What follows belongs to an exercise in optimizing a design on an open flow for small area and a short achievable clock period; a production flow would make more cautious choices. Function was checked by simulation only, so behaviour that the tests miss may differ from the original. Power figures rest on the tool's default switching activity, not on a simulated workload.

==> build 40: inputs <==
==> flow/design.v (excerpt) <==
module int_exec (
    input  logic        clk,
    input  logic        rst,
    input  logic        flush,
    input  logic [1:0]  alu_valid,
    input  logic [11:0] alu_prd,
    input  logic [63:0] alu_src1,
    input  logic [63:0] alu_src2,
    input  logic [7:0]  alu_control,
    input  logic [3:0]  alu_src_sel,
    input  logic [63:0] alu_imm,
    input  logic [9:0]  alu_shamt,
    input  logic [1:0]  alu_reg_write,
    input  logic [63:0] alu_pc,
    input  logic [63:0] alu_pc_plus_4,
    input  logic [13:0] alu_rob_idx,
    output logic [1:0]  alu_available,
    output logic [1:0]  alu_result_valid,
    output logic [11:0] alu_result_prd,
    output logic [63:0] alu_result_data,
    output logic [13:0] alu_result_rob_idx,
    input  logic        mul_valid,
    input  logic [5:0]  mul_prd,
    input  logic [31:0] mul_src1,
    input  logic [31:0] mul_src2,
    input  logic        mul_signed_op,
    input  logic [6:0]  mul_rob_idx,
    output logic        mul_available,
    output logic        mul_result_valid,
    output logic [5:0]  mul_result_prd,
    output logic [31:0] mul_result_data,
    output logic [6:0]  mul_result_rob_idx,
    input  logic        div_valid,
    input  logic [5:0]  div_prd,
    input  logic [31:0] div_src1,
    input  logic [31:0] div_src2,
    input  logic        div_signed_op,
    input  logic        div_remainder,
    input  logic [6:0]  div_rob_idx,
    output logic        div_available,
    output logic        div_result_valid,
    output logic [5:0]  div_result_prd,
    output logic [31:0] div_result_data,
    output logic [6:0]  div_result_rob_idx
);
==> flow/config.mk <==
export PLATFORM = sky130hd
export DESIGN_NAME = int_exec
export DESIGN_NICKNAME = int_exec
export VERILOG_FILES = /design/flow/design.v
export SDC_FILE = /design/flow/constraint.sdc
export NUM_CORES = 4
export LEC_CHECK = 0
export ABC_AREA = 1
export CAP_MARGIN = 20
export CORE_MARGIN = 2
export CORE_UTILIZATION = 60
export SLEW_MARGIN = 20
==> flow/constraint.sdc <==
create_clock -name core_clock -period 90.0 [get_ports {clk}]
set_input_delay 18.0000 -clock core_clock [delete_from_list [all_inputs] [get_ports {clk}]]
set_output_delay 18.0000 -clock core_clock [all_outputs]
set_load 0.01 [all_outputs]
standard.sh (not shown) runs the stock make flow with config.mk's settings and CLKGATE_MAP_FILE= SYNTH_SCRIPT=/design/flow/synth_recipe.tcl, a recipe that flattens the netlist after the stock synthesis.
==> flow/flow/run.sh <==
#!/bin/bash
set -euo pipefail
bash standard.sh \
    "BUFFER_PORTS_ARGS=-buffer_cell sky130_fd_sc_hd__buf_1" \
    "CTS_ARGS=-sink_clustering_enable -repair_clock_nets -buf_list sky130_fd_sc_hd__clkbuf_4 -dont_use_dummy_load" \
    SETUP_SLACK_MARGIN=${SETUP_MARGIN:-68.5} finish > flow_make.log 2>&1
==> build 4: changes against build 40 <==
==> flow/flow/run.sh (replaced) <==
#!/bin/bash
set -euo pipefail
bash standard.sh \
    "BUFFER_PORTS_ARGS=-buffer_cell sky130_fd_sc_hd__buf_1" \
    "CTS_ARGS=-sink_clustering_enable -repair_clock_nets -buf_list sky130_fd_sc_hd__clkbuf_4 -dont_use_dummy_load -sink_clustering_size 8 -sink_clustering_max_diameter 40" \
    SETUP_SLACK_MARGIN=${SETUP_MARGIN:-69} finish > flow_make.log 2>&1
==> impl_metrics.prom <==
# TYPE chip_impl_metric gauge
chip_impl_info{name="outcome",value="timing/DRC/antenna clean"} 1
chip_impl_metric{name="antenna_found_initial",unit=""} 7
chip_impl_metric{name="combPwrFrac",unit=""} 0.658
chip_impl_metric{name="dpl.cell_count",unit=""} 6436
chip_impl_metric{name="layout.clock_buffers",unit=""} 115
chip_impl_metric{name="timing.critical_path.slowest_cell_delay",unit="ns"} 0.40
chip_impl_metric{name="met1_length",unit="um"} 51840
chip_impl_metric{name="grtUsageMet2",unit=""} 0.5897
chip_impl_metric{name="first_global_vias",unit=""} 35541
chip_impl_metric{name="worst-path-max-fanout",unit=""} 32
chip_impl_metric{name="power.share.sequential",unit=""} 0.236
chip_impl_metric{name="comb_cell_power",unit="mW"} 0.823
chip_impl_metric{name="detail_route.iter0.violations",unit=""} 3939
chip_impl_info{name="timing.critical_path.from",value="alu_src_sel[0]"} 1
chip_impl_metric{name="cp.depth",unit=""} 26
chip_impl_metric{name="internal_power",unit="mW"} 0.6733
chip_impl_metric{name="p_clk_frac",unit=""} 0.106
chip_impl_metric{name="sequential_cell_area_in_the_final_layout",unit="um^2"} 9981
Source of the figures above: build 40

==> impl_metrics.prom <==
# TYPE chip_impl_metric gauge
chip_impl_metric{name="combPwrFrac",unit=""} 0.669
chip_impl_metric{name="power.share.sequential",unit=""} 0.243
chip_impl_metric{name="first_global_vias",unit=""} 35137
chip_impl_info{name="top_power_group",value="combinational cells"} 1
chip_impl_metric{name="antenna_found_initial",unit=""} 5
chip_impl_metric{name="drt-wirelength-per-cell",unit="um"} 19.78
chip_impl_info{name="outcome",value="timing/DRC/antenna clean"} 1
chip_impl_metric{name="cp.depth",unit=""} 23
chip_impl_metric{name="p_clk_frac",unit=""} 0.089
chip_impl_metric{name="sequential_cell_area_in_the_final_layout",unit="um^2"} 9982
chip_impl_metric{name="timing.critical_path.slowest_cell_delay",unit="ns"} 0.39
chip_impl_metric{name="internal_power",unit="mW"} 0.6521
chip_impl_metric{name="layout.clock_buffers",unit=""} 78
chip_impl_metric{name="dpl.cell_count",unit=""} 6445
chip_impl_metric{name="met1_length",unit="um"} 51690
chip_impl_metric{name="comb_cell_power",unit="mW"} 0.810
chip_impl_metric{name="grtUsageMet2",unit=""} 0.5897
chip_impl_metric{name="detail_route.iter0.violations",unit=""} 4137
Source of the figures above: build 4


* * *

==> v13: inputs <==
Another version of the RTL of int_exec (not shown whole).
==> module int_rca, before the edit <==
module int_rca #(parameter W = 32) (
    input  logic [W-1:0] a,
    input  logic [W-1:0] b,
    input  logic         ci,
    output logic [W-1:0] s,
    output logic         co
);
    logic [W:0] c;
    assign c[0] = ci;
    for (genvar i = 0; i < W; i++) begin : g
        assign s[i]   = a[i] ^ b[i] ^ c[i];
        assign c[i+1] = (a[i] & b[i]) | (a[i] & c[i]) | (b[i] & c[i]);
    end
    assign co = c[W];
endmodule
==> module int_div, before the edit <==
module int_div #(parameter TAG_BITS = 13) (
    input  logic                clk,
    input  logic                kill,
    input  logic                valid,
    input  logic [TAG_BITS-1:0] tag,
    input  logic [31:0]         src1,
    input  logic [31:0]         src2,
    input  logic                signed_op,
    input  logic                rem,
    output logic                available,
    output logic                res_valid,
    output logic [TAG_BITS-1:0] res_tag,
    output logic [31:0]         res_data
);
    logic        busy, last;
    logic [3:0]  cnt;
    logic [31:0] r, q, dx;
    logic        dcin, negq, negr, rsel;
    assign available = ~busy;
    logic s1n, s2n;
    assign s1n = signed_op & src1[31];
    assign s2n = signed_op & src2[31];
    logic [31:0] x1, xa, xb, t1, ta, tb, r2;
    logic        c1, ca, cb, k1, ka, kb, k2;
    assign x1 = {r[30:0], q[31]};
    int_rca #(32) a1 (.a(x1), .b(dx), .ci(dcin), .s(t1), .co(c1));
    assign k1 = r[31] | c1;
    assign xa = {t1[30:0], q[30]};
    int_rca #(32) aa (.a(xa), .b(dx), .ci(dcin), .s(ta), .co(ca));
    assign ka = t1[31] | ca;
    assign xb = {x1[30:0], q[30]};
    int_rca #(32) ab (.a(xb), .b(dx), .ci(dcin), .s(tb), .co(cb));
    assign kb = x1[31] | cb;
    assign k2 = k1 ? ka : kb;
    assign r2 = k1 ? (ka ? ta : xa) : (kb ? tb : xb);
    logic [31:0] nin, nout, por;
    logic        nen;
    assign nin = busy ? (rsel ? r : q) : src1;
    assign nen = busy ? (rsel ? negr : negq) : s1n;
    assign por[0] = 1'b0;
    for (genvar i = 1; i < 32; i++) begin : g_por
        assign por[i] = |nin[i-1:0];
    end
    assign nout = nin ^ (por & {32{nen}});
    always_ff @(posedge clk) begin
        if (kill) begin
            busy      <= 1'b0;
            res_valid <= 1'b0;
        end else begin
            res_valid <= busy & last;
            if (!busy) busy <= valid & (src2 != 32'b0);
            else if (last) busy <= 1'b0;
        end
        cnt  <= busy ? cnt + 4'd1 : 4'd0;
        last <= busy & ~last & (cnt == 4'd15);
        r    <= busy ? r2 : 32'b0;
        q    <= (busy & ~last) ? {q[29:0], k1, k2} : nout;
        if (!busy) begin
            dx      <= s2n ? src2 : ~src2;
            dcin    <= ~s2n;
            negq    <= s1n ^ s2n;
            negr    <= s1n;
            rsel    <= rem;
            res_tag <= tag;
        end
    end
    assign res_data = q;
endmodule
clock: 90.0 ns
lec_check: 0
abc_area: 1
cap_margin: 20
core_margin: 2
core_utilization: 60
slew_margin: 20
==> flow/flow/run.sh <==
#!/bin/bash
set -euo pipefail
bash standard.sh \
    "BUFFER_PORTS_ARGS=-buffer_cell sky130_fd_sc_hd__buf_1" \
    "CTS_ARGS=-sink_clustering_enable -repair_clock_nets -buf_list sky130_fd_sc_hd__clkbuf_4 -dont_use_dummy_load" \
    SETUP_SLACK_MARGIN=${SETUP_MARGIN:-68.5} finish > flow_make.log 2>&1
==> v34 (differences from v13) <==
--- a/flow/design.v
+++ b/flow/design.v
@@ -203,5 +203,5 @@
     assign co = G[2*L-1][W-1];
 endmodule
-module int_rca #(parameter W = 32) (
+module int_csel #(parameter W = 32, parameter H = 16) (
     input  logic [W-1:0] a,
     input  logic [W-1:0] b,
@@ -210,11 +210,21 @@
     output logic         co
 );
-    logic [W:0] c;
+    logic [W:0] c, c0, c1;
+    logic [W-1:0] s0, s1;
     assign c[0] = ci;
-    for (genvar i = 0; i < W; i++) begin : g
+    for (genvar i = 0; i < H; i++) begin : lo
         assign s[i]   = a[i] ^ b[i] ^ c[i];
         assign c[i+1] = (a[i] & b[i]) | (a[i] & c[i]) | (b[i] & c[i]);
     end
-    assign co = c[W];
+    assign c0[H] = 1'b0;
+    assign c1[H] = 1'b1;
+    for (genvar i = H; i < W; i++) begin : hi
+        assign s0[i]   = a[i] ^ b[i] ^ c0[i];
+        assign c0[i+1] = (a[i] & b[i]) | (a[i] & c0[i]) | (b[i] & c0[i]);
+        assign s1[i]   = a[i] ^ b[i] ^ c1[i];
+        assign c1[i+1] = (a[i] & b[i]) | (a[i] & c1[i]) | (b[i] & c1[i]);
+    end
+    assign s[W-1:H] = c[H] ? s1[W-1:H] : s0[W-1:H];
+    assign co = c[H] ? c1[W] : c0[W];
 endmodule
 module int_mul #(parameter TAG_BITS = 13) (
@@ -268,17 +278,14 @@
     assign s1n = signed_op & src1[31];
     assign s2n = signed_op & src2[31];
-    logic [31:0] x1, xa, xb, t1, ta, tb, r2;
-    logic        c1, ca, cb, k1, ka, kb, k2;
+    logic [31:0] x1, x2, t1, t2, r1, r2;
+    logic        c1, c2, k1, k2;
     assign x1 = {r[30:0], q[31]};
-    int_rca #(32) a1 (.a(x1), .b(dx), .ci(dcin), .s(t1), .co(c1));
+    int_csel #(32, 16) a1 (.a(x1), .b(dx), .ci(dcin), .s(t1), .co(c1));
     assign k1 = r[31] | c1;
-    assign xa = {t1[30:0], q[30]};
-    int_rca #(32) aa (.a(xa), .b(dx), .ci(dcin), .s(ta), .co(ca));
-    assign ka = t1[31] | ca;
-    assign xb = {x1[30:0], q[30]};
-    int_rca #(32) ab (.a(xb), .b(dx), .ci(dcin), .s(tb), .co(cb));
-    assign kb = x1[31] | cb;
-    assign k2 = k1 ? ka : kb;
-    assign r2 = k1 ? (ka ? ta : xa) : (kb ? tb : xb);
+    assign r1 = k1 ? t1 : x1;
+    assign x2 = {r1[30:0], q[30]};
+    int_csel #(32, 16) a2 (.a(x2), .b(dx), .ci(dcin), .s(t2), .co(c2));
+    assign k2 = r1[31] | c2;
+    assign r2 = k2 ? t2 : x2;
     logic [31:0] nin, nout, por;
     logic        nen;
==> v32 (differences from v13) <==
--- a/flow/design.v
+++ b/flow/design.v
@@ -203,5 +203,5 @@
     assign co = G[2*L-1][W-1];
 endmodule
-module int_rca #(parameter W = 32) (
+module int_csel #(parameter W = 32, parameter H = 16) (
     input  logic [W-1:0] a,
     input  logic [W-1:0] b,
@@ -210,11 +210,21 @@
     output logic         co
 );
-    logic [W:0] c;
+    logic [W:0] c, c0, c1;
+    logic [W-1:0] s0, s1;
     assign c[0] = ci;
-    for (genvar i = 0; i < W; i++) begin : g
+    for (genvar i = 0; i < H; i++) begin : lo
         assign s[i]   = a[i] ^ b[i] ^ c[i];
         assign c[i+1] = (a[i] & b[i]) | (a[i] & c[i]) | (b[i] & c[i]);
     end
-    assign co = c[W];
+    assign c0[H] = 1'b0;
+    assign c1[H] = 1'b1;
+    for (genvar i = H; i < W; i++) begin : hi
+        assign s0[i]   = a[i] ^ b[i] ^ c0[i];
+        assign c0[i+1] = (a[i] & b[i]) | (a[i] & c0[i]) | (b[i] & c0[i]);
+        assign s1[i]   = a[i] ^ b[i] ^ c1[i];
+        assign c1[i+1] = (a[i] & b[i]) | (a[i] & c1[i]) | (b[i] & c1[i]);
+    end
+    assign s[W-1:H] = c[H] ? s1[W-1:H] : s0[W-1:H];
+    assign co = c[H] ? c1[W] : c0[W];
 endmodule
 module int_mul #(parameter TAG_BITS = 13) (
@@ -268,17 +278,14 @@
     assign s1n = signed_op & src1[31];
     assign s2n = signed_op & src2[31];
-    logic [31:0] x1, xa, xb, t1, ta, tb, r2;
-    logic        c1, ca, cb, k1, ka, kb, k2;
+    logic [31:0] x1, x2, t1, t2, r1, r2;
+    logic        c1, c2, k1, k2;
     assign x1 = {r[30:0], q[31]};
-    int_rca #(32) a1 (.a(x1), .b(dx), .ci(dcin), .s(t1), .co(c1));
+    int_csel #(32, 16) a1 (.a(x1), .b(dx), .ci(dcin), .s(t1), .co(c1));
     assign k1 = r[31] | c1;
-    assign xa = {t1[30:0], q[30]};
-    int_rca #(32) aa (.a(xa), .b(dx), .ci(dcin), .s(ta), .co(ca));
-    assign ka = t1[31] | ca;
-    assign xb = {x1[30:0], q[30]};
-    int_rca #(32) ab (.a(xb), .b(dx), .ci(dcin), .s(tb), .co(cb));
-    assign kb = x1[31] | cb;
-    assign k2 = k1 ? ka : kb;
-    assign r2 = k1 ? (ka ? ta : xa) : (kb ? tb : xb);
+    assign r1 = k1 ? t1 : x1;
+    assign x2 = {r1[30:0], q[30]};
+    int_csel #(32, 16) a2 (.a(x2), .b(dx), .ci(dcin), .s(t2), .co(c2));
+    assign k2 = r1[31] | c2;
+    assign r2 = k2 ? t2 : x2;
     logic [31:0] nin, nout, por;
     logic        nen;
==> flow/flow/run.sh (replaced) <==
#!/bin/bash
set -euo pipefail
bash standard.sh "BUFFER_PORTS_ARGS=-buffer_cell sky130_fd_sc_hd__buf_1" \
    SETUP_SLACK_MARGIN=${SETUP_MARGIN:-67} finish > flow_make.log 2>&1
--- a/flow/config.mk
+++ b/flow/config.mk
@@ -9,4 +9,5 @@
 export CAP_MARGIN = 20
 export CORE_MARGIN = 2
-export CORE_UTILIZATION = 60
+export CORE_UTILIZATION = 40
+export CTS_BUF_LIST = sky130_fd_sc_hd__clkbuf_4
 export SLEW_MARGIN = 20
==> notes.md <==
quantity	v32	v34	v13
CP arrival	23700 ps	22830 ps	22060 ps
Multi-input gates	3758	3758	3947
Total sequential power	0.000309 W	0.000308 W	0.000297 W
Result of the run	complete, no violations	complete, no violations	complete, no violations
DIE AREA	101000 um^2	67700 um^2	69400 um^2
Number of antenna violations at the first check in global routing	12	6	14
Crit path buffers/inverters	6	7	5
Total met2 wirelength after detailed routing	65.6 mm	58.6 mm	63.2 mm
Share of synthesized cell area in and, or, nand and nor gates	16.3%	16.3%	21.9%
# Taps	1287	855	873
Reg-to-reg setup timing slack	71280 ps	71520 ps	72830 ps
Post-synthesis mux area share	0.407%	0.407%	0.124%
Final standard cell utilization of the core	46.0%	69.4%	66.5%
Area after detailed placement	42900 um^2	42500 um^2	43300 um^2
Post-synthesis sequential area ratio	25.3%	25.3%	24.7%
GRT Total Usage	26.6%	37.7%	38.7%
Share of the synthesized area in compound gates (AO/OA/AOI/OAI)	18.5%	18.5%	14.4%
Highest metal layer with signal wires	met5	met4	met5
PwrDens	34.9 nW/um^2	34.2 nW/um^2	27.5 nW/um^2

==> what the ideal ports hide <==
Ports are ideal in the flow. The routed layouts listed here were re-timed in OpenROAD. Step 1 assumes that a clkbuf_16 drives the clock port and a buf_2 every other input. Step 2 also shifts input and output timing later by t, the mid clock arrival at the registers, as if the neighbouring blocks saw the same clock. Slacks: ideal / step 1 / step 2; pairs: ideal / step 1.
run	t, ns	setup WS [ns]	clock arrival spread, ns	worst data-port slew with drivers (ns)	cell pins on the clock port's net
build 40	0.909	68.656 / 68.689 / 67.779	0.199 / 0.199	0.13	1
build 4	0.868	69.030 / 69.064 / 68.196	0.151 / 0.152	0.13	1
v13	0.962	68.676 / 68.714 / 67.753	0.181 / 0.181	0.12	1
v34	0.893	67.936 / 67.936 / 67.043	0.218 / 0.218	0.12	1
v32	1.049	67.128 / 67.155 / 66.106	0.104 / 0.104	0.12	1
After both steps setup and hold are still met in every run listed. For v32, which loses most, drivers alone change the setup slack by +0.027 ns; drivers and shift together by -1.022 ns.
